What follows belongs to an exercise in optimizing a design on an open flow for small area; a production flow would make more cautious choices.
Only simulation tests tie the RTL to the original design; equivalence was not proved.
No activity file was given, so power comes from the tool's default toggle rates.

## flow/design.v (module list and top-level ports; edited modules follow where they fit)
// module pattern_rom: 17 lines
// module masterCLK: 153 lines
// module levels: 75 lines
// module mainMenu: 47 lines
// module gameplay: 4742 lines
// module master: 199 lines
module master #(
    parameter DIV_W = 3
    )(
    input clk,
    input rst,
	 input btnM, input btnL, input btnR, input btnU, input btnD,
	 input [7:0] sw,
	 output [7:0] led,
    output [6:0] out,
    output [3:0] an
    );
  // ...
==> flow/pattern.hex <==
8e18707
8233fff
8102ac8
8102ac8
d5e607f
8e18707
8233fff
8102ac8
8102ac8
8233fff
d5e607f
d5e607f
8e18707
8e18707
8e18707
8102ac8
8e18707
8233fff
d5e607f
8e18707
8102ac8
8233fff
8233fff
8e18707
d5e607f
8102ac8
8233fff
8102ac8
99e4386
d5e607f
8e18707
99e4386
8e18707
8e18707
d5e607f
8102ac8
8233fff
8233fff
8233fff
99e4386
8e18707
8e18707
8102ac8
99e4386
d5e607f
d5e607f
8102ac8
99e4386
8233fff
8e18707
99e4386
8102ac8
8102ac8
8233fff
8102ac8
d5e607f
8233fff
99e4386
d5e607f
8102ac8
8e18707
99e4386
8233fff
8233fff
99e4386
8102ac8
8e18707
8102ac8
8102ac8
8102ac8
8102ac8
99e4386
d5e607f
8102ac8
d5e607f
8233fff
8102ac8
99e4386
d5e607f
8233fff
d5e607f
8233fff
8233fff
99e4386
8e18707
d5e607f
d5e607f
8233fff
99e4386
8102ac8
8102ac8
8102ac8
d5e607f
8e18707
8e18707
99e4386
99e4386
8e18707
8102ac8
8233fff
99e4386
8e18707
99e4386
8102ac8
8e18707
8102ac8
8e18707
8e18707
8233fff
8233fff
8233fff
99e4386
d5e607f
d5e607f
d5e607f
8102ac8
8e18707
8233fff
8102ac8
8e18707
d5e607f
8e18707
8233fff
8102ac8
d5e607f
8102ac8
8102ac8
d5e607f
99e4386
8e18707
8e18707
d5e607f
8e18707
8e18707
8e18707
99e4386
d5e607f
8e18707
99e4386
99e4386
d5e607f
99e4386
8102ac8
8e18707
99e4386
d5e607f
d5e607f
8233fff
d5e607f
99e4386
8e18707
8102ac8
d5e607f
8233fff
8233fff
8102ac8
8233fff
d5e607f
d5e607f
99e4386
8102ac8
99e4386
8102ac8
d5e607f
8102ac8
8233fff
d5e607f
8233fff
99e4386
8233fff
99e4386
8233fff
8102ac8
8102ac8
8233fff
d5e607f
d5e607f
8233fff
8102ac8
8e18707
d5e607f
8e18707
8e18707
8233fff
8e18707
d5e607f
99e4386
d5e607f
8102ac8
d5e607f
8233fff
8102ac8
d5e607f
d5e607f
d5e607f
8233fff
8e18707
99e4386
8233fff
8e18707
0000000
0000000
0000000
0000000
0000000
0000000
0000000
0000000
0000000
0000000
0000000
0000000
0000000
0000000
0000000
0000000
0000000
0000000
0000000
0000000
0000000
0000000
0000000
0000000
0000000
0000000
0000000
0000000
0000000
0000000
0000000
0000000
0000000
0000000
0000000
0000000
0000000
0000000
0000000
0000000
0000000
0000000
0000000
0000000
0000000
0000000
0000000
0000000
0000000
0000000
0000000
0000000
0000000
0000000
0000000
0000000
==> flow/run.sh <==
#!/bin/bash
# synth_recipe.tcl (not shown) runs the flow's synth.tcl, then flattens the netlist and writes it again
# the make line also repeats each setting of config.mk as NAME=value (left out here)
make -C /OpenROAD-flow-scripts/flow DESIGN_CONFIG=/design/flow/config.mk WORK_HOME=/design/flow/orfs CLKGATE_MAP_FILE= SYNTH_SCRIPT=/design/flow/synth_recipe.tcl finish
==> flow/config.mk <==
export PLATFORM = sky130hd
export DESIGN_NAME = master
export DESIGN_NICKNAME = master
export VERILOG_FILES = /design/flow/design.v
export SDC_FILE = /design/flow/constraint.sdc
export NUM_CORES = 4
export LEC_CHECK = 0
export CAP_MARGIN = 20
export CORE_MARGIN = 2
export CORE_UTILIZATION = 40
export SLEW_MARGIN = 20
export SYNTH_MEMORY_MAX_BITS = 16384
==> flow/constraint.sdc <==
create_clock -name core_clock -period 10.0 [get_ports {clk}]
set_input_delay 2.0000 -clock core_clock [delete_from_list [all_inputs] [get_ports {clk}]]
set_output_delay 2.0000 -clock core_clock [all_outputs]
set_load 0.01 [all_outputs]
==> results_dict.tcl, run 1 <==
set metrics [dict create \
    rsz0062_at_grt "false" \
    num_io_pins 34 \
    sh_seq_area_pct 40.2 \
    leakagePower_nw 32.4 \
    place_hpwl_um 220000 \
    pwr-share-seq_pct 51.2 \
    synth_top_family_by_area "compound AO/OA/AOI/OAI gates" \
    htreeDepth 4 \
    fin_setup_tns_ps 0 \
    holdCritPathClass "register to register" \
    grt.total_usage_pct 27.0 \
    reg2reg_depth 11 \
    p_switching_mw 2.89 \
    ff2ff_setup_slack_ps 4320 \
    synth_xor_area_share_pct 3.27 \
    drc 0 \
    fin_crit_ps 5680 \
    clk_path_buf_depth 3 \
    cp_num_cells 11 \
    initial_core_util_pct 40.3 \
    cts_root_buf "clkbuf_16" \
    first_global_vias 75618 \
    synth_area_leaders "edfxtp_1, dfxtp_1, mux4_2" \
    via_count 79747 \
    setup_ws_ps 4320 \
    n_all_buffers 248 \
    path_class "register to register" \
    seq_cell_count 1589 \
    cts_tree "built" \
    hold_buffers 0 \
    grt_pass1_wl_um 492000 \
    status "finished clean" \
    top_layer_used "met5" \
    p_int_mw 10.5 \
    powerClk_mw 6.36 \
]
==> module pattern_rom, before the edit <==
module pattern_rom(
    input clka,
    input rst,
    input ena,
    input wea,
    input [7:0] addra,
    input [27:0] dina,
    output reg [27:0] douta
    );
    reg [27:0] mem [0:255];
    initial $readmemh("pattern.hex", mem);
    always @ (posedge clka)
        if (rst)
            douta <= 28'd0;
        else if (ena)
            douta <= mem[addra];
endmodule
==> module masterCLK, before the edit <==
module masterCLK #(
    parameter [26:0] N0 = 27'd1408,       
    parameter [26:0] N1 = 27'd1200,       
    parameter [26:0] N2 = 27'd1000,       
    parameter [26:0] N3 = 27'd800,        
    parameter [26:0] N4 = 27'd602,        
    parameter [26:0] N5 = 27'd400,        
    parameter [26:0] N6 = 27'd200,        
    parameter [26:0] NSCROLL = 27'd500,   
    parameter [26:0] NFAST = 27'd3,       
    parameter [26:0] NBLINK = 27'd333,    
    parameter [26:0] NINIT = 27'd3        
    )(
    input clk, 
    input rst,
    output reg clock0,       
    output reg clock1,       
    output reg clock2,       
    output reg clock3,       
    output reg clock4,       
    output reg clock5,       
    output reg clock6,       
    output reg clockScroll,  
    output reg clockFast,    
    output reg clockBlink,   
    output reg clockInit,    
    output scrollRise,
    output fastRise,
    output initRise
    );
     reg [26:0] counter0;
     reg [26:0] counter1;
     reg [26:0] counter2;
     reg [26:0] counter3;
     reg [26:0] counter4;
     reg [26:0] counter5;
     reg [26:0] counter6;
     reg [26:0] counterScroll;
     reg [26:0] counterBlink;
	  reg [26:0] fastCounter;
     reg [26:0] counterInit;
    assign scrollRise = ~rst & (counterScroll == NSCROLL) & ~clockScroll;
    assign fastRise   = ~rst & (fastCounter == NFAST) & ~clockFast;
    assign initRise   = ~rst & (counterInit == NINIT) & ~clockInit;
    always @ (posedge clk) 
    begin
        if (rst)
            begin
                clock0 <= 0;       
                clock1 <= 0;       
                clock2 <= 0;       
                clock3 <= 0;       
                clock4 <= 0;       
                clock5 <= 0;       
                clock6 <= 0;       
                clockScroll <= 0;  
                clockFast <= 0;    
                clockBlink <= 0;   
                clockInit <= 0;
                counter0 <= 'd0;
                counter1 <= 'd0;
                counter2 <= 'd0;
                counter3 <= 'd0;
                counter4 <= 'd0;
                counter5 <= 'd0;
                counter6 <= 'd0;
                counterScroll <= 'd0;
                counterBlink <= 'd0;
				    fastCounter <= 'd0;
                counterInit <= 'd0;
            end
        else
            begin
                if (counter0 == N0)  
                begin
                    clock0 <= ~clock0;
                    counter0 <= 'd0;
                end
                else
					counter0 <= counter0 + 'd1;
                if (counter1 == N1)  
                begin
                    clock1 <= ~clock1;
                    counter1 <= 'd0;
                end
                else
					counter1 <= counter1 + 'd1; 
                if (counter2 == N2)  
                begin
                    clock2 <= ~clock2;
                    counter2 <= 'd0;
                end
                else
                    counter2 <= counter2 + 'd1;
                if (counter3 == N3)  
                begin
                    clock3 <= ~clock3;
                    counter3 <= 'd0;
                end
                else
                    counter3 <= counter3 + 'd1;
                if (counter4 == N4)  
                begin
                    clock4 <= ~clock4;
                    counter4 <= 'd0;
                end
                else
                    counter4 <= counter4 + 'd1;
                if (counter5 == N5)  
                begin
                    clock5 <= ~clock5;
                    counter5 <= 'd0;
                end
                else
                    counter5 <= counter5 + 'd1;
                if (counter6 == N6)  
                begin
                    clock6 <= ~clock6;
                    counter6 <= 'd0;
                end
                else
                    counter6 <= counter6 + 'd1;
                if (counterScroll == NSCROLL)
                begin
                    clockScroll <= ~clockScroll;
				    counterScroll <= 'd0;
                end
                else
					counterScroll <= counterScroll + 'd1;  
                if (fastCounter == NFAST)
                begin
                    clockFast <= ~clockFast;
				    fastCounter <= 'd0;
                end
                else
					fastCounter <= fastCounter + 'd1;
                if (counterBlink == NBLINK) 
                begin
                    clockBlink <= ~clockBlink;
                    counterBlink <= 'd0;
                end
                else
                    counterBlink <= counterBlink + 'd1;
                if (counterInit == NINIT)
                begin
                    clockInit <= ~clockInit;
				    counterInit <= 'd0;
                end
                else
					counterInit <= counterInit + 'd1;
            end      
    end              
endmodule
==> module levels, before the edit <==
module levels(
    input clk, 
    input [7:0] sw,
    input clock0,       
    input clock1,       
    input clock2,       
    input clock3,       
    input clock4,       
    input clock5,       
    input clock6,       
    output reg validStart,
    output reg clkOut,
    output lvlRise           
    );
    reg clkNext;
    always @ (*)
    begin
                case(sw)
                    8'b00000001: clkNext = clock0;
                    8'b00000011: clkNext = clock1;
                    8'b00000111: clkNext = clock2;
                    8'b00001111: clkNext = clock3;
                    8'b00011111: clkNext = clock4;
                    8'b00111111: clkNext = clock5;
                    8'b01111111: clkNext = clock6;
                    default:     clkNext = clock0;
                endcase
    end
    assign lvlRise = clkNext & ~clkOut;
    always @ (posedge clk)
    begin
                case(sw)
                    8'b00000001: 
                            begin
                                clkOut <= clock0;
                                validStart <= 1;
                            end
                    8'b00000011: 
                            begin
                                clkOut <= clock1;
                                validStart <= 1;
                            end
                    8'b00000111: 
                            begin
                                clkOut <= clock2;
                                validStart <= 1;
                            end
                    8'b00001111: 
                            begin
                                clkOut <= clock3;
                                validStart <= 1;
                            end
                    8'b00011111: 
                            begin
                                clkOut <= clock4;
                                validStart <= 1;
                            end
                    8'b00111111: 
                            begin
                                clkOut <= clock5;
                                validStart <= 1;
                            end
                    8'b01111111:
                            begin
                                clkOut <= clock6;
                                validStart <= 1;
                            end
                    default: 
                            begin
                                clkOut <= clock0;
                                validStart <= 0;
                            end
                endcase
    end
endmodule
==> module mainMenu, before the edit <==
module mainMenu(
    input clk,
    input rst,
    input btnM,
    input btnR,
    input btnL,
    input validStart,
    input [1:0] prevState,
    input newGameFlag,
	 input gameOver,
    output reg [1:0] state
    );
    always @ (posedge clk)
    if (rst || newGameFlag)
    begin
        state <= 2'b00;
    end
    else
        begin
            case(prevState)
                    2'b00:  
                        begin
                            if (btnM == 1 && validStart == 1 && gameOver == 0)
                                state <= 2'b01;  
                            else if (btnR == 1)
                                state <= 2'b10;  
                            else
                                state <= prevState;
                        end
                    2'b01:  
                        begin
                           state <= prevState;
                        end
                    2'b10:  
                        begin
                            if (btnL == 1)
                                state <= 2'b00;  
                            else
                                state <= prevState;
                        end
                    default: 
                            begin
                                state <= 2'b00;  
                            end
            endcase
    end
endmodule
==> module master, before the edit <==
module master #(
    parameter DIV_W = 3
    )(
    input clk,
    input rst,
	 input btnM, input btnL, input btnR, input btnU, input btnD,
	 input [7:0] sw,
	 output [7:0] led,
    output [6:0] out,
    output [3:0] an
    );
	 reg [1:0] random;
    wire clock0;       
    wire clock1;       
    wire clock2;       
    wire clock3;       
    wire clock4;       
    wire clock5;       
    wire clock6;       
    wire clockScroll;
    wire clockFast;
    wire clockBlink;
    wire clockInit;
    wire scrollRise, fastRise, initRise, lvlRise;
    wire validStart;
	 wire [1:0] state;
	 wire gameOver;
	 wire clkOut;
    wire newGameFlag;
   wire [DIV_W:0] clk_dv_inc;
   reg [DIV_W-1:0]  clk_dv;
   reg         clk_en;
   reg         clk_en_d;
   reg [7:0]   inst_wd;
   reg         inst_vldR;
	reg         inst_vldM;
	reg         inst_vldL;
	reg         inst_vldU;
	reg         inst_vldD;
   reg [2:0]   step_dR;
	reg [2:0]   step_dM;
	reg [2:0]   step_dL;
	reg [2:0]   step_dU;
	reg [2:0]   step_dD;
	reg rOut;
	reg mOut;
	reg lOut;
	reg uOut;
	reg dOut;
   assign clk_dv_inc = clk_dv + 1;
   always @ (posedge clk)
     if (rst)
       begin
          clk_dv   <= 0;
          clk_en   <= 1'b0;
          clk_en_d <= 1'b0;
       end
     else
       begin
          clk_dv   <= clk_dv_inc[DIV_W-1:0];
          clk_en   <= clk_dv_inc[DIV_W];
          clk_en_d <= clk_en;
       end
   always @ (posedge clk)
     if (rst)
       begin
          step_dR[2:0]  <= 0;
			 step_dM[2:0]  <= 0;
			 step_dL[2:0]  <= 0;
			 step_dU[2:0]  <= 0;
			 step_dD[2:0]  <= 0;
       end
     else if (clk_en)
       begin
          step_dR[2:0]  <= {btnR, step_dR[2:1]};
			 step_dM[2:0]  <= {btnM, step_dM[2:1]};
			 step_dL[2:0]  <= {btnL, step_dL[2:1]};
			 step_dU[2:0]  <= {btnU, step_dU[2:1]};
			 step_dD[2:0]  <= {btnD, step_dD[2:1]};
       end
   always @ (posedge clk)
     if (rst)
	  begin
       inst_vldR <= 1'b0;
		 inst_vldM <= 1'b0;
		 inst_vldL <= 1'b0;
		 inst_vldU <= 1'b0;
		 inst_vldD <= 1'b0;
	  end
     else
	  begin
       inst_vldR <= ~step_dR[0] & step_dR[1] & clk_en_d;
		 inst_vldM <= ~step_dM[0] & step_dM[1] & clk_en_d;
		 inst_vldL <= ~step_dL[0] & step_dL[1] & clk_en_d;
		 inst_vldU <= ~step_dU[0] & step_dU[1] & clk_en_d;
		 inst_vldD <= ~step_dD[0] & step_dD[1] & clk_en_d;
	  end
   always @ (posedge clk)
    if (rst)
    begin
        rOut <= 0; mOut <= 0; lOut <= 0; uOut <= 0; dOut <= 0;
    end
    else
    begin
        if (inst_vldR)
				rOut <= 1;
		  else
				rOut <= 0;
		  if (inst_vldM)
				mOut <= 1;
		  else
				mOut <= 0;
		  if (inst_vldL)
				lOut <= 1;
		  else
				lOut <= 0;
		  if (inst_vldU)
				uOut <= 1;
		  else
				uOut <= 0;
		  if (inst_vldD)
				dOut <= 1;
		  else
				dOut <= 0;
    end   
	 always @ (posedge clk)
	 if (rst)
		random <= 2'b00;
	 else
	 begin
		if (btnR || btnL || btnM || btnU || btnD)
			random <= random + 1;
	 end
    assign led = sw;
    masterCLK myCLK (
          .clk (clk),
		    .rst (rst),
          .clock0 (clock0),       
          .clock1 (clock1),       
          .clock2 (clock2),       
          .clock3 (clock3),       
          .clock4 (clock4),       
          .clock5 (clock5),       
          .clock6 (clock6),       
          .clockScroll(clockScroll),  
          .clockFast(clockFast),      
          .clockBlink(clockBlink),    
          .clockInit(clockInit),      
          .scrollRise(scrollRise),
          .fastRise(fastRise),
          .initRise(initRise)
        );
    levels theLevels(
        .clk(clk), 
        .sw (sw),
        .clock0(clock0),       
        .clock1(clock1),       
        .clock2(clock2),       
        .clock3(clock3),       
        .clock4(clock4),       
        .clock5(clock5),       
        .clock6(clock6),       
        .validStart(validStart),
        .clkOut(clkOut),
        .lvlRise(lvlRise)
    );
    mainMenu mm(
        .clk (clk),
        .rst (rst),
        .btnM (mOut),
        .btnR(rOut),
        .btnL(lOut),
        .validStart(validStart),
        .prevState (state),
		  .newGameFlag(newGameFlag),
		  .gameOver(gameOver),
        .state(state)
    );
	gameplay gp(
    .clk(clk),
    .rst(rst),
    .lvlEn(lvlRise),
    .initEn(initRise),
    .fastEn(fastRise),
    .scrollEn(scrollRise),
    .state(state),
	 .random(random),
	 .btnR(rOut),
	 .btnM(mOut),
	 .btnL(lOut),
	 .btnU(uOut),
	 .btnD(dOut),
	 .hint(sw[7]),
    .an(an),
    .out(out),
	 .newGameFlag(newGameFlag),
	 .gameOverOut(gameOver)
    );			
endmodule
==> inputs of run 2 (changes only) <==
==> flow/design.v (replaced) <==
`timescale 1ns / 1ps
module pattern_rom(
    input  [7:0] addr,
    output [2:0] code
    );
    reg [27:0] mem [0:255];
    initial $readmemh("pattern.hex", mem);
    wire [27:0] w = mem[addr];
    assign code = {w[7], w[3], w[0]};
endmodule
`timescale 1ns / 1ps
module divider #(parameter W = 11, parameter [W-1:0] N = 1408) (
    input clk,
    input rst,
    output reg clock,
    output wrap
    );
    reg [W-1:0] counter;
    assign wrap = (counter & N) == N;
    always @ (posedge clk)
        if (rst) begin
            counter <= 0;
            clock <= 1'b0;
        end else if (wrap) begin
            counter <= 0;
            clock <= ~clock;
        end else
            counter <= counter + 1'b1;
endmodule
module masterCLK(
    input clk,
    input rst,
    output clock0, output clock1, output clock2, output clock3,
    output clock4, output clock5, output clock6,
    output scrollRise
    );
    wire w0, w1, w2, w3, w4, w5, w6, ws;
    wire clockScroll;
    divider #(11, 11'd1408) d0 (clk, rst, clock0, w0);
    divider #(11, 11'd1200) d1 (clk, rst, clock1, w1);
    divider #(10, 10'd1000) d2 (clk, rst, clock2, w2);
    divider #(10, 10'd800)  d3 (clk, rst, clock3, w3);
    divider #(10, 10'd602)  d4 (clk, rst, clock4, w4);
    divider #(9,  9'd400)   d5 (clk, rst, clock5, w5);
    divider #(8,  8'd200)   d6 (clk, rst, clock6, w6);
    divider #(9,  9'd500)   ds (clk, rst, clockScroll, ws);
    assign scrollRise = ws & ~clockScroll;
endmodule
`timescale 1ns / 1ps
module levels(
    input clk,
    input [7:0] sw,
    input clock0, input clock1, input clock2, input clock3,
    input clock4, input clock5, input clock6,
    output reg validStart,
    output lvlRise           
    );
    reg clkOut;
    reg clkNext;
    reg valid;
    always @ (*)
        case (sw)
            8'b00000001: begin clkNext = clock0; valid = 1'b1; end
            8'b00000011: begin clkNext = clock1; valid = 1'b1; end
            8'b00000111: begin clkNext = clock2; valid = 1'b1; end
            8'b00001111: begin clkNext = clock3; valid = 1'b1; end
            8'b00011111: begin clkNext = clock4; valid = 1'b1; end
            8'b00111111: begin clkNext = clock5; valid = 1'b1; end
            8'b01111111: begin clkNext = clock6; valid = 1'b1; end
            default:     begin clkNext = clock0; valid = 1'b0; end
        endcase
    assign lvlRise = clkNext & ~clkOut;
    always @ (posedge clk) begin
        clkOut <= clkNext;
        validStart <= valid;
    end
endmodule
`timescale 1ns / 1ps
module mainMenu(
    input clk,
    input rst,
    input btnM,
    input btnR,
    input btnL,
    input validStart,
    input newGameFlag,
    input gameOver,
    output reg [1:0] state
    );
    always @ (posedge clk)
        if (rst || newGameFlag)
            state <= 2'b00;
        else
            case (state)
                2'b00: if (btnM && validStart && !gameOver) state <= 2'b01;
                       else if (btnR) state <= 2'b10;
                2'b01: ;
                2'b10: if (btnL) state <= 2'b00;
                default: state <= 2'b00;
            endcase
endmodule
`timescale 1ns / 1ps
module gameplay(
    input clk,
    input rst,
    input lvlEn,
    input fastEn,         
    input scrollEn,
    input [1:0] state,
    input [1:0] random,
    input btnR,
    input btnM,
    input btnL,
    input btnU,
    input btnD,
    input hint,
    output [3:0] an,
    output reg [6:0] out,
    output reg newGameFlag,
    output reg gameOverOut
    );
    localparam [2:0] C_UP = 3'b111, C_DOWN = 3'b110, C_LEFT = 3'b001,
                     C_RITE = 3'b100, C_MID = 3'b011, C_ZERO = 3'b000;
    localparam [2:0] M_BLANK = 3'b000, M_LOSE = 3'b010, M_GOOD = 3'b101;
    reg [2:0] assigne [0:49];
    reg [5:0] index;
    reg [7:0] sel;
    reg [7:0] snap;
    reg       snapV;
    reg gameOver;
    reg display, on, newRd, timeUp, prevHint, scoreSet, allCorrect;
    reg [5:0] loop, max, score, oldhs;
    reg [8:0] timer;
    reg [2:0] quickPause;
    reg [2:0] newhsTextSel;
    always @ (posedge clk)
        if (rst)
            snapV <= 1'b0;
        else if (lvlEn) begin
            snapV <= 1'b1;
            snap <= sel;
        end
    reg [7:0] offs;
    always @ (*)
        case (random)
            2'b00: offs = 8'd0;
            2'b01: offs = 8'd50;
            2'b10: offs = 8'd100;
            2'b11: offs = 8'd150;
        endcase
    wire [2:0] romCode;
    pattern_rom rom (.addr(snap + offs), .code(romCode));
    wire [2:0] newCode = snapV ? romCode : C_ZERO;
    always @ (posedge clk)
        if (rst) begin
            index <= 6'd0;
            sel <= 8'd0;
        end else if (fastEn) begin
            if (gameOver)
                index <= 6'd0;
            else if (state == 2'b01 && index < 6'd50) begin
                sel <= sel + 8'd1;
                index <= index + 6'd1;
                assigne[index] <= newCode;
            end
        end
    reg [5:0] numRight;
    wire [2:0] rd = assigne[on ? loop : numRight];
    always @ (posedge clk)
        if (rst) begin
            scoreSet <= 1'b0; gameOver <= 1'b0; max <= 6'd9; score <= 6'd0;
            timer <= 9'd3; quickPause <= 3'b111; newRd <= 1'b0; display <= 1'b1;
            on <= 1'b0; loop <= 6'd0; prevHint <= 1'b0; timeUp <= 1'b0;
        end else if (lvlEn) begin
            if (gameOver && score > 0 && !scoreSet)
                scoreSet <= 1'b1;
            else if ((gameOver && score < oldhs && newhsTextSel >= 3'b011) ||
                     (gameOver && score >= oldhs && newGameFlag)) begin
                gameOver <= 1'b0;
                max <= 6'd1;
                score <= 6'd0;
                scoreSet <= 1'b0;
            end
            if (state == 2'b01 && index >= 6'd50 && !gameOver) begin
                if (newRd) begin
                    timer <= 9'd3;
                    quickPause <= 3'b111;
                    newRd <= 1'b0;
                end else if (display) begin
                    if (!on)
                        on <= 1'b1;
                    else begin
                        if (loop < max - 1)
                            loop <= loop + 6'd1;
                        else begin
                            loop <= 6'd0;
                            max <= max + 6'd1;
                            display <= 1'b0;
                        end
                        on <= 1'b0;
                    end
                    timer <= timer + 9'd3;
                end else begin
                    if (hint && !prevHint) begin
                        newRd <= 1'b1;
                        display <= 1'b1;
                        max <= max - 6'd1;
                        prevHint <= 1'b1;
                    end
                    if (allCorrect) begin
                        quickPause <= quickPause - 3'd1;
                        if (quickPause == 3'd0) begin
                            newRd <= 1'b1;
                            display <= 1'b1;
                        end
                    end else if (timer != 9'd0)
                        timer <= timer - 9'd1;
                    else begin
                        timeUp <= 1'b1;
                        quickPause <= quickPause - 3'd1;
                        if (quickPause == 3'd0) begin
                            newRd <= 1'b1;
                            prevHint <= 1'b0;
                            display <= 1'b1;
                            gameOver <= 1'b1;
                            score <= max - 6'd2;
                        end
                    end
                end
            end
        end
    reg press, correct;
    reg [2:0] msg;
    wire oneBtn = ({btnR, btnM, btnL, btnU, btnD} == 5'b10000) ||
                  ({btnR, btnM, btnL, btnU, btnD} == 5'b01000) ||
                  ({btnR, btnM, btnL, btnU, btnD} == 5'b00100) ||
                  ({btnR, btnM, btnL, btnU, btnD} == 5'b00010) ||
                  ({btnR, btnM, btnL, btnU, btnD} == 5'b00001);
    wire [2:0] btnCode = btnR ? C_RITE : btnM ? C_MID : btnL ? C_LEFT :
                         btnU ? C_UP : C_DOWN;
    wire noBtn = ~(btnR | btnM | btnL | btnU | btnD);
    always @ (posedge clk)
        if (rst) begin
            numRight <= 6'd0; press <= 1'b0; correct <= 1'b0;
            allCorrect <= 1'b0; msg <= M_BLANK;
        end else if (fastEn) begin
            if (newRd || gameOver) begin
                numRight <= 6'd0; press <= 1'b0; correct <= 1'b0;
                allCorrect <= 1'b0; msg <= M_BLANK;
            end else if (state == 2'b01 && !display) begin
                if (timeUp)
                    msg <= M_LOSE;
                else if (numRight == max - 1) begin
                    msg <= M_GOOD;
                    allCorrect <= 1'b1;
                end else if (oneBtn && rd == btnCode) begin
                    press <= 1'b1;
                    correct <= 1'b1;
                    msg <= btnCode;
                end else if (noBtn) begin
                    press <= 1'b0;
                    msg <= M_BLANK;
                end else begin
                    press <= 1'b1;
                    msg <= M_LOSE;
                end
                if (!press && correct) begin
                    numRight <= numRight + 6'd1;
                    correct <= 1'b0;
                end
            end
        end
    reg [4:0] inner;
    always @ (posedge clk)
        if (rst)
            inner <= 5'd0;
        else if (scrollEn && state == 2'b00)
            inner <= inner + 5'd1;
    function [6:0] welcome;
        input [4:0] i;
        case (i)
            5'd0:  welcome = 7'b1010101;  
            5'd1:  welcome = 7'b0000110;  
            5'd2:  welcome = 7'b1000111;  
            5'd3:  welcome = 7'b1000110;  
            5'd4:  welcome = 7'b1000000;  
            5'd5:  welcome = 7'b1101010;  
            5'd6:  welcome = 7'b0000110;  
            5'd8:  welcome = 7'b0000111;  
            5'd9:  welcome = 7'b1000000;  
            5'd11: welcome = 7'b0010010;  
            5'd12: welcome = 7'b1001111;  
            5'd13: welcome = 7'b1101010;  
            5'd14: welcome = 7'b1000000;  
            5'd15: welcome = 7'b1001000;  
            5'd17: welcome = 7'b0010010;  
            5'd18: welcome = 7'b0100000;  
            5'd19: welcome = 7'b0010001;  
            5'd20: welcome = 7'b0010010;  
            default: welcome = 7'b1111111;
        endcase
    endfunction
    reg btnDPrev, btnUPrev, btnRPrev, btnMPrev, btnLPrev;
    reg [4:0] letterSel;
    reg [1:0] trackInitial;
    reg [4:0] name0, name1, name2;    
    wire nameEdit = gameOver && score >= oldhs && newhsTextSel >= 3'b101;
    wire dEv = btnD && !btnDPrev && letterSel != 5'd25;
    wire uEv = btnU && !btnUPrev && letterSel != 5'd0;
    wire mEv = btnM && !btnMPrev;
    wire rEv = btnR && !btnRPrev && trackInitial != 2'd2;
    wire lEv = btnL && !btnLPrev && trackInitial != 2'd0;
    wire ls0 = letterSel == 5'd0;
    reg [4:0] newLetter;
    always @ (*)
        newLetter = dEv ? letterSel + 5'd1 : letterSel - 5'd1;
    always @ (posedge clk)
        if (rst) begin
            newGameFlag <= 1'b0;
            btnDPrev <= 1'b0; btnUPrev <= 1'b0; btnRPrev <= 1'b0;
            btnMPrev <= 1'b0; btnLPrev <= 1'b0;
            letterSel <= 5'd0; trackInitial <= 2'd0;
            name0 <= 5'd0; name1 <= 5'd0; name2 <= 5'd0;
        end else if (fastEn) begin
            if (nameEdit) begin
                if (trackInitial != 2'd3 && letterSel <= 5'd25) begin
                    if (dEv || uEv) begin
                        letterSel <= newLetter;
                        case (trackInitial)
                            2'd0: name0 <= newLetter;
                            2'd1: name1 <= newLetter;
                            default: name2 <= newLetter;
                        endcase
                        if (dEv) btnDPrev <= 1'b1;
                        else btnUPrev <= 1'b1;
                    end else if (ls0 && rEv) begin
                        trackInitial <= trackInitial + 2'd1;
                        letterSel <= 5'd0;
                        btnRPrev <= 1'b1;
                    end else if (ls0 && trackInitial == 2'd2 && lEv) begin
                        trackInitial <= trackInitial - 2'd1;
                        letterSel <= 5'd0;
                        btnLPrev <= 1'b1;
                    end else if (mEv) begin
                        btnMPrev <= 1'b1;
                        newGameFlag <= 1'b1;
                    end else if (lEv) begin
                        trackInitial <= trackInitial - 2'd1;
                        letterSel <= 5'd0;
                        btnLPrev <= 1'b1;
                    end else if (!ls0 && rEv) begin
                        trackInitial <= trackInitial + 2'd1;
                        letterSel <= 5'd0;
                        btnRPrev <= 1'b1;
                    end
                    if (!btnR) btnRPrev <= 1'b0;
                    if (!btnM) begin newGameFlag <= 1'b0; btnMPrev <= 1'b0; end
                    if (!btnD) btnDPrev <= 1'b0;
                    if (!btnU) btnUPrev <= 1'b0;
                    if (!btnL) btnLPrev <= 1'b0;
                end
            end else if (gameOver && score < oldhs) begin
                if (newhsTextSel == 3'b011)
                    newGameFlag <= 1'b1;
            end else if (!gameOver && !btnM) begin
                newGameFlag <= 1'b0;
                btnMPrev <= 1'b0;
                letterSel <= 5'd0;
                trackInitial <= 2'd0;
                name0 <= 5'd0; name1 <= 5'd0; name2 <= 5'd0;
            end
        end
    function [6:0] alphabet;
        input [4:0] i;
        case (i)
            5'd0:  alphabet = 7'b0100000;
            5'd1:  alphabet = 7'b0000011;
            5'd2:  alphabet = 7'b1000110;
            5'd3:  alphabet = 7'b0100001;
            5'd4:  alphabet = 7'b0000110;
            5'd5:  alphabet = 7'b0001110;
            5'd6:  alphabet = 7'b1000010;
            5'd7:  alphabet = 7'b0001001;
            5'd8:  alphabet = 7'b1001111;
            5'd9:  alphabet = 7'b1100001;
            5'd10: alphabet = 7'b0001010;
            5'd11: alphabet = 7'b1000111;
            5'd12: alphabet = 7'b1101010;
            5'd13: alphabet = 7'b1001000;
            5'd14: alphabet = 7'b1000000;
            5'd15: alphabet = 7'b0001100;
            5'd16: alphabet = 7'b0011000;
            5'd17: alphabet = 7'b1001100;
            5'd18: alphabet = 7'b0010010;
            5'd19: alphabet = 7'b0000111;
            5'd20: alphabet = 7'b1000001;
            5'd21: alphabet = 7'b1010001;
            5'd22: alphabet = 7'b1010101;
            5'd23: alphabet = 7'b0001001;
            5'd24: alphabet = 7'b0010001;
            5'd25: alphabet = 7'b0110100;
            default: alphabet = 7'bxxxxxxx;
        endcase
    endfunction
    function [6:0] digit;
        input [3:0] d;
        case (d)
            4'd0: digit = 7'b1000000;
            4'd1: digit = 7'b1111001;
            4'd2: digit = 7'b0100100;
            4'd3: digit = 7'b0110000;
            4'd4: digit = 7'b0011001;
            4'd5: digit = 7'b0010010;
            4'd6: digit = 7'b0000010;
            4'd7: digit = 7'b1111000;
            4'd8: digit = 7'b0000000;
            4'd9: digit = 7'b0011000;
            default: digit = 7'bxxxxxxx;
        endcase
    endfunction
    function [27:0] word;
        input isMsg;
        input [2:0] c;
        case ({isMsg, c})
            {1'b0, C_UP}, {1'b1, C_UP}:     word = 28'h8233fff;
            {1'b0, C_DOWN}, {1'b1, C_DOWN}: word = 28'h8102ac8;
            {1'b0, C_LEFT}, {1'b1, C_LEFT}: word = 28'h8e18707;
            {1'b0, C_RITE}, {1'b1, C_RITE}: word = 28'h99e4386;
            {1'b0, C_MID}, {1'b1, C_MID}:   word = 28'hd5e607f;
            {1'b0, C_ZERO}:                 word = 28'h0000000;
            {1'b1, M_BLANK}:                word = 28'hfffffff;
            {1'b1, M_LOSE}:                 word = 28'h8f00906;
            {1'b1, M_GOOD}:                 word = 28'h8502021;
            default:                        word = 28'hxxxxxxx;
        endcase
    endfunction
    reg [1:0] cnt;
    reg blank;                     
    reg [6:0] hsCount;             
    reg [4:0] newhsCount;
    reg hsSet;                     
    assign an = blank ? 4'b1111 : ~(4'b0001 << (cnt - 2'd1));
    wire [5:0] num = (state == 2'b10) ? (hsSet ? oldhs : 6'd0)
                                      : (scoreSet ? score : 6'd0);
    wire [6:0] tens = num >= 6'd20 ? 7'b0100100 :
                      num >= 6'd10 ? 7'b1111001 : 7'b1000000;
    wire [3:0] onesVal = num >= 6'd20 ? num - 6'd20 :
                         num >= 6'd10 ? num - 6'd10 : num;
    wire [6:0] ones = num >= 6'd30 ? 7'b1000000 : digit(onesVal);
    localparam [6:0] SP = 7'b1111111, cH = 7'b0001001, cG = 7'b1000010,
        cI = 7'b1001111, cR = 7'b1001100, cO = 7'b1000000, cC = 7'b1000110,
        cS = 7'b0010010, cW = 7'b1010101, cE = 7'b0000110, cN = 7'b1001000,
        cT = 7'b0000111, cM = 7'b1101010, cA = 7'b0100000, cU = 7'b1000001,
        cY = 7'b0010001, c0 = 7'b1000000;
    function [6:0] screen;
        input [2:0] s;
        input [1:0] c;
        input [6:0] n2, n1, n0, o, t;
        case ({s, c})
            {3'd0, 2'd0}: screen = cH; {3'd0, 2'd1}: screen = cG;
            {3'd0, 2'd2}: screen = cI; {3'd0, 2'd3}: screen = cH;
            {3'd1, 2'd0}: screen = cR; {3'd1, 2'd1}: screen = cO;
            {3'd1, 2'd2}: screen = cC; {3'd1, 2'd3}: screen = cS;
            {3'd2, 2'd0}: screen = SP; {3'd2, 2'd1}: screen = n2;
            {3'd2, 2'd2}: screen = n1; {3'd2, 2'd3}: screen = n0;
            {3'd3, 2'd0}: screen = o;  {3'd3, 2'd1}: screen = t;
            {3'd3, 2'd2}: screen = c0; {3'd3, 2'd3}: screen = c0;
            {3'd4, 2'd0}: screen = SP; {3'd4, 2'd1}: screen = cW;
            {3'd4, 2'd2}: screen = cE; {3'd4, 2'd3}: screen = cN;
            {3'd5, 2'd0}: screen = cR; {3'd5, 2'd1}: screen = cT;
            {3'd5, 2'd2}: screen = cN; {3'd5, 2'd3}: screen = cE;
            {3'd6, 2'd0}: screen = cE; {3'd6, 2'd1}: screen = cM;
            {3'd6, 2'd2}: screen = cA; {3'd6, 2'd3}: screen = cN;
            {3'd7, 2'd0}: screen = cR; {3'd7, 2'd1}: screen = cU;
            {3'd7, 2'd2}: screen = cO; {3'd7, 2'd3}: screen = cY;
        endcase
    endfunction
    reg [2:0] scr;
    reg useScr, upd;
    reg [6:0] val;
    wire [27:0] wd = word(!on, on ? rd : msg);
    wire highScore = score >= oldhs;
    always @ (*) begin
        scr = 3'd0; useScr = 1'b0; upd = 1'b0;
        val = SP;
        if (state == 2'b00) begin
            upd = 1'b1;
            val = welcome(inner - 5'd1 - {3'd0, cnt});
        end else if (state == 2'b10) begin
            upd = 1'b1; useScr = 1'b1;
            scr = {1'b0, hsCount[6:5]};
        end else if (gameOver) begin
            useScr = 1'b1;
            if (highScore) begin
                upd = newhsTextSel != 3'd7;
                case (newhsTextSel)
                    3'd0: scr = 3'd4;
                    3'd1: scr = 3'd0;
                    3'd2: scr = 3'd1;
                    3'd3: scr = 3'd3;
                    3'd4: scr = 3'd5;
                    3'd5: scr = 3'd6;
                    default: scr = 3'd2;
                endcase
            end else begin
                upd = newhsTextSel < 3'd3;
                case (newhsTextSel)
                    3'd0: scr = 3'd7;
                    3'd1: scr = 3'd1;
                    default: scr = 3'd3;
                endcase
            end
        end else if (!on && display) begin
            upd = 1'b0;
        end else begin
            upd = 1'b1;
            val = wd[7*cnt +: 7];
        end
        if (useScr)
            val = screen(scr, cnt, alphabet(name2), alphabet(name1),
                         alphabet(name0), ones, tens);
    end
    always @ (posedge clk)
        if (rst) begin
            gameOverOut <= 1'b0; out <= 7'h7f; blank <= 1'b1; cnt <= 2'd0;
            newhsTextSel <= 3'd0; newhsCount <= 5'd0; hsCount <= 7'd0;
            oldhs <= 6'd0; hsSet <= 1'b0;
        end else if (fastEn) begin
            gameOverOut <= gameOver;
            if (state == 2'b00) begin
                newhsTextSel <= 3'd0;
                newhsCount <= 5'd0;
                hsCount <= 7'd0;
            end else if (state == 2'b10)
                hsCount <= hsCount + 7'd1;
            else if (gameOver) begin
                if (highScore) begin
                    oldhs <= score;
                    hsSet <= scoreSet;
                end
                if (newhsCount != 5'b11111)
                    newhsCount <= newhsCount + 5'd1;
                else if (newhsTextSel < 3'b110) begin
                    newhsCount <= 5'd0;
                    newhsTextSel <= newhsTextSel + 3'd1;
                end
            end else if (!on && display) begin
                out <= 7'b1111111;
                blank <= 1'b1;
            end
            if (upd) begin
                out <= val;
                blank <= 1'b0;
                cnt <= cnt + 2'd1;
            end
        end
endmodule
`timescale 1ns / 1ps
module master(
    input clk,
    input rst,
    input btnM, input btnL, input btnR, input btnU, input btnD,
    input [7:0] sw,
    output [7:0] led,
    output [6:0] out,
    output [3:0] an
    );
    reg [2:0] clk_dv;
    reg       clk_en;
    reg [2:0] step_dR, step_dM, step_dL, step_dU, step_dD;
    reg [1:0] random;
    always @ (posedge clk)
        if (rst) begin
            clk_dv <= 3'd0;
            clk_en <= 1'b0;
        end else begin
            clk_dv <= clk_dv + 3'd1;
            clk_en <= (clk_dv == 3'd7);
        end
    always @ (posedge clk)
        if (rst) begin
            step_dR <= 0; step_dM <= 0; step_dL <= 0; step_dU <= 0; step_dD <= 0;
        end else if (clk_en) begin
            step_dR <= {btnR, step_dR[2:1]};
            step_dM <= {btnM, step_dM[2:1]};
            step_dL <= {btnL, step_dL[2:1]};
            step_dU <= {btnU, step_dU[2:1]};
            step_dD <= {btnD, step_dD[2:1]};
        end
    wire fastEn = (clk_dv == 3'd3);
    wire rOut = fastEn & ~step_dR[0] & step_dR[1];
    wire mOut = fastEn & ~step_dM[0] & step_dM[1];
    wire lOut = fastEn & ~step_dL[0] & step_dL[1];
    wire uOut = fastEn & ~step_dU[0] & step_dU[1];
    wire dOut = fastEn & ~step_dD[0] & step_dD[1];
    always @ (posedge clk)
        if (rst)
            random <= 2'b00;
        else if (btnR || btnL || btnM || btnU || btnD)
            random <= random + 2'd1;
    assign led = sw;
    wire clock0, clock1, clock2, clock3, clock4, clock5, clock6;
    wire scrollRise, lvlRise, validStart;
    wire [1:0] state;
    wire gameOver, newGameFlag;
    masterCLK myCLK (
        .clk(clk), .rst(rst),
        .clock0(clock0), .clock1(clock1), .clock2(clock2), .clock3(clock3),
        .clock4(clock4), .clock5(clock5), .clock6(clock6),
        .scrollRise(scrollRise)
    );
    levels theLevels (
        .clk(clk), .sw(sw),
        .clock0(clock0), .clock1(clock1), .clock2(clock2), .clock3(clock3),
        .clock4(clock4), .clock5(clock5), .clock6(clock6),
        .validStart(validStart), .lvlRise(lvlRise)
    );
    mainMenu mm (
        .clk(clk), .rst(rst),
        .btnM(mOut), .btnR(rOut), .btnL(lOut),
        .validStart(validStart),
        .newGameFlag(newGameFlag), .gameOver(gameOver),
        .state(state)
    );
    gameplay gp (
        .clk(clk), .rst(rst),
        .lvlEn(lvlRise), .fastEn(fastEn), .scrollEn(scrollRise),
        .state(state), .random(random),
        .btnR(rOut), .btnM(mOut), .btnL(lOut), .btnU(uOut), .btnD(dOut),
        .hint(sw[7]),
        .an(an), .out(out),
        .newGameFlag(newGameFlag), .gameOverOut(gameOver)
    );
endmodule
==> run 2 against run 1 <==
Effect of this change:
- still clean on timing, DRC and antenna
- sequential cell count is 1169 lower
- synthesized cell count fell by 71%
- register-to-register slack better by 270 ps
- final cell count decreased by 71%
- synthesized area decreased by 74%
- critical endpoint is now an[3]
- largest power group unchanged
==> results_dict.tcl, run 2 <==
set metrics [dict create \
    synthCells 2747 \
    hold_start "clk_dv[0]" \
    yosysSeqAreaShare_pct 41.2 \
    synth_fp_nets 2885 \
    max_freq_mhz 184 \
    fp.dieW_um 250 \
    worstReg2RegEnd "gp.out[4]" \
    fin_setup_tns_ps 0 \
    finish.utilization_pct 44.4 \
    yosysWarningCount 13 \
    cts_setup_buffers 0 \
    ff2ff_setup_slack_ps 4590 \
    maxSlewViolCount 0 \
    reg2reg_depth 20 \
    largest_reg_flops 150 \
    via_count 20524 \
    min_path_cells 1 \
    slew_headroom_pct 22.3 \
    layout_commonest_cell "nor2_1" \
    leakagePower_nw 9.82 \
    gp_congestion 0.901 \
    clk_pin_slew_worst_paths_ps 60 \
    portBuffers 33 \
    wl_per_cell_um 18.3 \
    holdCritPathClass "register to register" \
    hold_buffers 0 \
    synth_area_per_cell_sq_um 8.82 \
    grt_use_met2_pct 33.0 \
    die_area_sq_um 62500 \
    ys.flop_type "dfxtp_1" \
    place_hpwl_um 44500 \
    setup_viol 0 \
    clock_latency_ps 580 \
    met1_usage_pct 27.3 \
    status "finished clean" \
    hold_violations 0 \
    post-place-ws_ps 4650 \
    globalRouteOverflowTotal 0 \
    cts_tree "built" \
    cts_sinks 420 \
    final_cell_mix "nor2_1, nand2_1, dfxtp_1, edfxtp_1, a21oi_1" \
    crit_chain "clkinv_1 > ha_1 > nand2b_1 > clkdlybuf4s50_1" \
    setup_ws_ps 4570 \
    drc 0 \
    core_area_sq_um 60100 \
    viasPerCell 5.83 \
    hold_end "clk_dv[0]" \
    irDropWorstVdd_mv 0.118 \
    diodes 0 \
    dr.first_iter.drc_count 1771 \
    grt_max_degree 59 \
    grt_use_met3_pct 3.13 \
    path_class "register to output port" \
    worstPathRequired_ps 8000 \
    synth_common_cells "nor2_1, nand2_1, dfxtp_1" \
    yosysMostFrequentCell "nor2_1" \
    area_growth_pct 10.1 \
    fin_skew_ps 19.5 \
    cts_buffers 47 \
    grt_pass1_wl_um 104000 \
    num_io_pins 34 \
    nets 2838 \
    arrival_ps 3430 \
    post-route-cell-area_sq_um 26700 \
    cts_resized 0 \
    r2r_start "gp.loop[0]" \
    synth_edf_count 158 \
    yosysUniqueCellTypes 95 \
    synth_largest_area_cell "dfxtp_1" \
    htreeDepth 2 \
    grt.total_usage_pct 20.1 \
    antenna_found_initial 0 \
    initial_core_util_pct 40.3 \
    cts_root_buf "clkbuf_16" \
    netlist_area_sq_um 24200 \
    reg.largest.list "gp.assigne (150), myCLK.d0.counter (11), myCLK.d1.counter (11)" \
    drt_first_pass_iters 7 \
    synth_area_leaders "dfxtp_1, edfxtp_1, ha_1" \
    fin_crit_sh_pct 54.3 \
    async_reset_ff_share_pct 0 \
    clk_path_buf_depth 3 \
    fp.dieH_um 250 \
    fin_crit_ps 5430 \
    power_density_nw_per_um2 141 \
    start_kind "register" \
    cpMaxStageDelayCell "dfxtp_1" \
    worst_slew_pin_slew_ps 1150 \
    yosysTopAreaCellShare_pct 21.7 \
    maxCapViolCount 0 \
    place_area_sq_um 25100 \
    first_global_vias 19415 \
    synth-seq-cells 420 \
    endpoint_kind "output port" \
    rsz0062_at_grt "false" \
    ant_nets 0 \
    cpPeakStageDelay_ps 930 \
    busiest_layer "met2" \
    drive_gt1_share_pct 7.05 \
    critPathMaxFanout 28 \
    wl_um 64400 \
    rows 90 \
    top_register "gp.assigne" \
]
[run 2: changes by cell type after synthesis, sizes merged, moves of 427 or more]
cell	before	now
nand2	1027	281
nor2	1048	379
a21oi	696	154
dfxtp	689	262
clkbuf	548	98
mux4	461	15
edfxtp	900	158
[run 2: cell families after synthesis]
kind of cell	after synthesis	share of synthesized area (%)
simple gates	1048	19.9
compound gates	664	17.9
flops	420	41.2
buf+inv	257	4.42
xor+xnor	128	4.68
fa+ha+maj	123	6.45
mux	107	5.41
[run 2: area by class of cell]
type / count / area (sq um)
fill: 5803 / 33500
multi-input combinational: 2070 / 13200
sequential: 420 / 9990
clock buffer: 56 / 1280
tap: 782 / 978
timing repair buffer: 60 / 534
inverter: 101 / 379
clock inverter: 31 / 303
[run 2: worst max-delay path by stage]
stage	slack [ps]	endpoint	startpoint	depth (start not counted)
2_1_floorplan	4330	gp.assigne[0][0]	random[1]	14
3_3_place_gp	4730	gp.out[4]	gp.loop[0]	20
3_5_place_dp	4650	gp.out[4]	gp.loop[0]	20
4_1_cts	4620	an[3]	gp.cnt[0]	4
5_1_grt	4130	gp.out[4]	gp.loop[0]	20
6_report	4570	an[3]	gp.cnt[0]	4
[run 2: metal layers]
metal  wire [um]  share of wire (%)
met1       28900                 45
met2       29900                 46
met3        4200                6.5
met4        1400                2.2
met5           0                  0
[run 2: worst max-delay path, delay by kind of cell, from the launching register on]
family                     cells  cell delay, ps
adders and majority gates      1             580
and+or+nand+nor                1             160
DFF                            1             930
buffers and inverters          2            1160
[run 2: power by group]
part / internal [mW] / total (mW) / switching, mW
clock: 1.05 / 1.77 / 0.725
sequential: 1.77 / 1.79 / 0.0123
combinational: 0.0818 / 0.214 / 0.132
[run 2: metrics by stage]
stage | hold slack, ps | instances | power (mW)
global placement | 400 | 3433 | 2.03
detailed placement | 412 | 3433 | 2.03
CTS | 425 | 3520 | 3.81
floorplan | 390 | 2747 | 1.97
global route | 451 | 3520 | 3.90
finish | 422 | 3520 | 3.77

## port drivers added, routing unchanged
No port has a modelled driver above. Below, the same layouts with a new extraction and two added sets of constraints. Step 1: set_driving_cell puts a clkbuf_16 on clk and a buf_2 on each other input, an assumption about the parent block. Step 2 times the ports against the registers' clock, not the clock port: input delays grow and output delays shrink by t, the midpoint of the rising clock arrivals with the driver on. a / b / c = ideal ports / drivers / drivers and shift; a / b = the first two.
| run | t, ns | setup WS [ns] | hold slack, ns | slew at the worst register clock pin (ns) | worst data-port slew with drivers (ns) |
|---|---|---|---|---|---|
| run 1 | 0.912 | 4.322 / 4.322 / 3.992 | 0.421 / 0.421 / 0.421 | 0.07 / 0.07 | 0.05 |
| run 2 | 0.636 | 4.566 / 4.505 / 4.590 | 0.422 / 0.422 / 0.422 | 0.06 / 0.06 | 0.04 |
After both steps setup and hold are still met in every run listed. For run 1, which loses most, drivers alone change the setup slack by 0.000 ns; drivers and shift together by -0.330 ns.
